This design comes from an exercise in tuning for small area on the open sky130 flow, not from production work. In this exercise RTL edits were held to simulation tests only and were not proved equivalent to the original.

## flow/design.v (module list and top-level ports; edited modules follow where they fit)
// module neuron: 357 lines
// module relu_sign: 7 lines
// module fa_cell: 10 lines
// module ha_cell: 9 lines
// module ao22: 9 lines
// module sel3: 11 lines
// module g_or: 7 lines
// module g_nor: 7 lines
// module g_xor: 7 lines
// module g_xnor: 7 lines
// module g_orn: 7 lines
// module layer_1: 43 lines
// module rec_enc: 44 lines
// module layer_2: 592 lines
// module nano_trigger: 43 lines
module nano_trigger (
    input clk,
    input rst,
    input signed [7:0] energy,
    input signed [7:0] isol,
    input signed [7:0] w1_1,
    input signed [7:0] w1_2,
    input signed [7:0] b1,
    input signed [7:0] w2_1,
    input signed [7:0] w2_2,
    input signed [7:0] b2,
    input signed [7:0] w3_1,
    input signed [7:0] w3_2,
    input signed [7:0] b3,
    input signed [7:0] l2_w1,
    input signed [7:0] l2_w2,
    input signed [7:0] l2_w3,
    input signed [7:0] l2_b,
    output trigger
);
  // ...
==> flow/flow/run.sh <==
#!/bin/bash
# The standard layout (standard.sh) with two changes: the input and
# output port buffers use the smallest buffer cell, and clock tree synthesis
# adds no dummy loads.  The full make output goes to standard_flow.log here.
set -euo pipefail
bash standard.sh \
  "BUFFER_PORTS_ARGS=-buffer_cell sky130_fd_sc_hd__buf_1" \
  "CTS_ARGS=-sink_clustering_enable -repair_clock_nets -buf_list sky130_fd_sc_hd__clkbuf_8 -dont_use_dummy_load" \
  finish > standard_flow.log 2>&1
==> flow/standard.sh <==
#!/bin/bash
# synth_recipe.tcl (not shown) runs the flow's synth.tcl, then flattens the netlist and writes it again
# the make line also repeats each setting of config.mk as NAME=value (left out here)
make -C /OpenROAD-flow-scripts/flow DESIGN_CONFIG=/design/flow/config.mk WORK_HOME=/design/flow/orfs CLKGATE_MAP_FILE= SYNTH_SCRIPT=/design/flow/synth_recipe.tcl "${@:-finish}"
==> flow/config.mk <==
export PLATFORM = sky130hd
export DESIGN_NAME = nano_trigger
export DESIGN_NICKNAME = nano_trigger
export VERILOG_FILES = /design/flow/design.v
export SDC_FILE = /design/flow/constraint.sdc
export NUM_CORES = 4
export LEC_CHECK = 0
export CAP_MARGIN = 10
export CORE_MARGIN = 2
export CORE_UTILIZATION = 50
export CTS_BUF_LIST = sky130_fd_sc_hd__clkbuf_8
export SLEW_MARGIN = 10
export SYNTH_HIERARCHICAL = 1
==> flow/constraint.sdc <==
create_clock -name core_clock -period 18.0 [get_ports {clk}]
set_input_delay 3.6000 -clock core_clock [delete_from_list [all_inputs] [get_ports {clk}]]
set_output_delay 3.6000 -clock core_clock [all_outputs]
set_load 0.01 [all_outputs]
==> results.cfg, run 1 <==
[outcome]
status = finished clean

[synthesis]
ys.flop_type = dfrtp_1
synth_simple_gate_area_share_pct = 10.08

[cts]
numCtsBuffers = 9
clockBufferDepth = 2

[final_layout]
nonClkBufAreaFrac_pct = 3.680
nClkBuffers = 9
final_util_pct = 53.84
design_area_sq_um = 15370

[timing]
report.final.setup_viol = 0
whs_ps = 337.0
setup-tns-final_ps = 0
maxSlewHeadroom_pct = 33.90

[drt]
wl_microns = 37000
drtAntennaViolNets = 0
wl_met2_microns = 19810
wl_per_cell_microns = 21.44

[worst_setup_path]
crit_fanout = 9
path_delay_family = adder cells
start_kind = primary input
crit_buf_inv = 3
r2r_slack_ps = 14490
worstPathArrival_ps = 9310

[placed_design]
io_buffers = 122
gp_congestion = 0.8804

[hold_path]
holdPathStages = 0

[die]
die_x_microns = 174.0
==> run 2, diff against run 1 <==
--- a/flow/config.mk
+++ b/flow/config.mk
@@ -9,3 +9,3 @@
 export CORE_MARGIN = 2
-export CORE_UTILIZATION = 50
+export CORE_UTILIZATION = 60
 export CTS_BUF_LIST = sky130_fd_sc_hd__clkbuf_8
==> results.cfg, run 2 <==
[outcome]
status = finished clean

[die]
initial_core_util_pct = 61.41
io-pin-count = 123
die_x_microns = 159.2
die_area_sq_um = 25350
die_y_microns = 159.2
num_rows = 56
coreArea_sq_um = 23540

[final_layout]
syn2layout_area_growth_pct = 5.834
multi_input_area_sq_um = 11800
layout_commonest_cell = fa_1
final_cell_mix = 352 x fa_1, 163 x nand2_1, 126 x a222oi_1
fin_nets = 1844
drive_gt1_share_pct = 2.906
fill_cells = 1982
seqCellArea_sq_um = 2027

[timing]
hold_viol = 0
fin_worst_skew_ps = 20.96
report.final.setup_viol = 0
tightest_slew_ps = 1005
period_minus_slack_ps = 12850
setup-tns-final_ps = 0
rsz0062_at_grt = no
slew_viol_final = 0
maxSlewHeadroom_pct = 32.90
timing.final.crit_share_pct = 71.38
max_freq_mhz = 77.83
worst_slack_ps = 5152

[synthesis]
yosysTopAreaCell = fa_1
synth_top_area_share_pct = 48.75
ys.flop_type = dfrtp_1
synth.area.top_cells = fa_1 49%, dfrtp_1 14%, a222oi_1 8.7%, nand2_1 4.2%, xor2_1 3.8%
syn_area_sq_um = 14460
ys_seq_area_share_pct = 14.02
synth_edf_count = 0
synth_commonest_cells = 352 x fa_1, 163 x nand2_1, 126 x a222oi_1, 98 x inv_1, 81 x dfrtp_1
ys_seq_elements = 81
netlist-cell-type-count = 32
synth_warnings = 7
syn-num-nets = 1745
synth_area_per_cell_sq_um = 11.61
syn-instance-count = 1245
async_flop_share_pct = 100.0
synth.most_common_cell = fa_1

[drt]
drtPass1Iterations = 13
num_vias = 10375
viasPerCell = 6.242
wl_per_cell_microns = 21.78
drt_first_iter_violations = 1650
wl_microns = 36200
drcViolationCount = 0
drtAntennaViolNets = 0

[worst_setup_path]
end_kind = output pin
start_kind = primary input
worstPathArrival_ps = 9250
crit_type = primary input to output pin
crit_fanout = 9
required_ps = 14400

[cts]
post_cts_buffers = 0
clk_pin_slew_worst_paths_ps = 80
cts_resized = 0
clock_latency_ps = 350
h-tree-depth = 3
root_buffer = clkbuf_8
cts_tree = yes
cts_hold_buffers = 0
numCtsBuffers = 9
clockBufferDepth = 2
clock_sinks = 81

[placed_design]
place_worst_setup_slack_ps = 5133
io_buffers = 122
gp_congestion = 0.9057
place_hpwl_microns = 29430

[global_route]
antenna_found_initial = 1
grt_pass1_wl_microns = 58060
grt_max_degree = 30
grt_pass1_vias = 10828
grt_usage_pct = 29.43
grt-ovfl-total = 0

[hold_path]
hp-class = flop to flop

[run]
max_cap_violations = 0
[run 2: cell counts after synthesis]
No cell type changed its count.
[run 2: routing by layer]
layer | global-route usage, % | share of wire, % | up-vias | wire length, microns
met2 | 53.26 | 53 | 558 | 19350
li1 | - | - | 4516 | -
met1 | 37.78 | 37 | 5247 | 13260
met3 | 2.891 | 7.1 | 54 | 2564
met5 | 0 | 0 | - | 0
met4 | 9.008 | 2.8 | 0 | 1017
[run 2: kinds of logic (layout without fill, tap and decap cells)]
family          Yosys count  in the layout  synth area share (%)
mux                      18             18                 1.246
fa+ha+maj               380            380                 51.13
xor+xnor                 85             85                 5.150
simple gates            312            312                 10.08
flops                    81             81                 14.02
compound gates          221            221                 13.90
buf+inv                 148            245                 4.466
other cells               0              1                     0
[run 2: metrics by stage]
step | util, % | hold WS, ps | cells | instance area [sq um]
2_1_floorplan | - | 331.2 | 1245 | 14460
3_3_place_gp | 64.45 | 331.7 | 1652 | 15170
3_5_place_dp | 64.45 | 334.7 | 1652 | 15170
4_1_cts | 64.98 | 322.1 | 1661 | 15300
5_1_grt | 64.99 | 336.1 | 1662 | 15300
6_report | 64.99 | 320.9 | 1662 | 15300
[run 2: layout make-up]
type | instances | area share [%]
flip-flops and latches | 81 | 13.25
multi-input cells | 1016 | 77.12
clock buffers | 9 | 0.8096
repair buffers | 138 | 3.795
well taps | 319 | 2.609
inverters | 98 | 2.404
diodes | 1 | 0.01636
[run 2: worst paths after layout]
| path | to | slack (ps) | start | depth (start not counted) |
|---|---|---|---|---|
| min reg2reg | L1.N1.y[5] | 320 | L1.N1.r[5] | 0 |
| max in group asynchronous | L1.N1.y[0] | 13780 | rst | 2 |
| min in group asynchronous | L1.N3.y[5] | 3580 | rst | 2 |
| max reg2reg | L1.N1.r[5] | 14470 | L1.N1.u[0] | 10 |
| max | trigger | 5150 | l2_w1[5] | 21 |
| min | L1.N1.y[5] | 320 | L1.N1.r[5] | 0 |
[run 2: modules after synthesis, one instance, submodules excluded, excerpt]
module | cells inside | flops+latches | area, sq um | copies in the design
ao22 | 1 | 0 | 8.758 | 18
g_nor | 1 | 0 | 3.754 | 36
g_or | 1 | 0 | 6.256 | 12
layer_2 | 240 | 0 | 1094 | 1
g_xor | 1 | 0 | 8.758 | 15
sel3 | 1 | 0 | 10.01 | 126
[run 2: critical path, stage by stage]
cell and delay (ps):
buf_1 310, nand2_1 140, fa_1 460, fa_1 480
fa_1 590, fa_1 450, fa_1 480, fa_1 460
fa_1 450, nor2_1 110, inv_1 50, maj3_1 340
nor2_1 160, a21bo_2 240, a221oi_2 210, nor3_1 70
nor2_1 100, nand2b_1 70, a21o_1 170, o21ai_0 70
buf_1 210

-- port drivers added, routing unchanged --
No port has a modelled driver above. Below, the same layouts with a new extraction and two added sets of constraints.
Step 1 sets driving cells, clkbuf_16 on the clock port and buf_2 on the other inputs (assumed; they add their load-dependent delay and slew).
Step 2, shift: input delay + t, output delay - t, t = (earliest + latest rising clock arrival at the registers) / 2. This alone moves slack from input paths to output paths.
Slacks: ideal ports / drivers / drivers and shift; pairs: ideal ports / drivers.
| run | shift t [ns] | setup slack, ns | worst hold slack (ns) | worst setup path at the end | latest minus earliest clock arrival (ns) |
|---|---|---|---|---|---|
| run 1 | 0.382 | 5.087 / 5.065 / 5.065 | 0.337 / 0.337 / 0.337 | input to output | 0.021 / 0.021 |
| run 2 | 0.385 | 5.152 / 5.114 / 5.114 | 0.321 / 0.321 / 0.321 | input to output | 0.025 / 0.025 |
After both steps setup and hold are still met in every run listed. For run 2, which loses most, drivers alone change the setup slack by -0.038 ns; drivers and shift together by -0.038 ns.
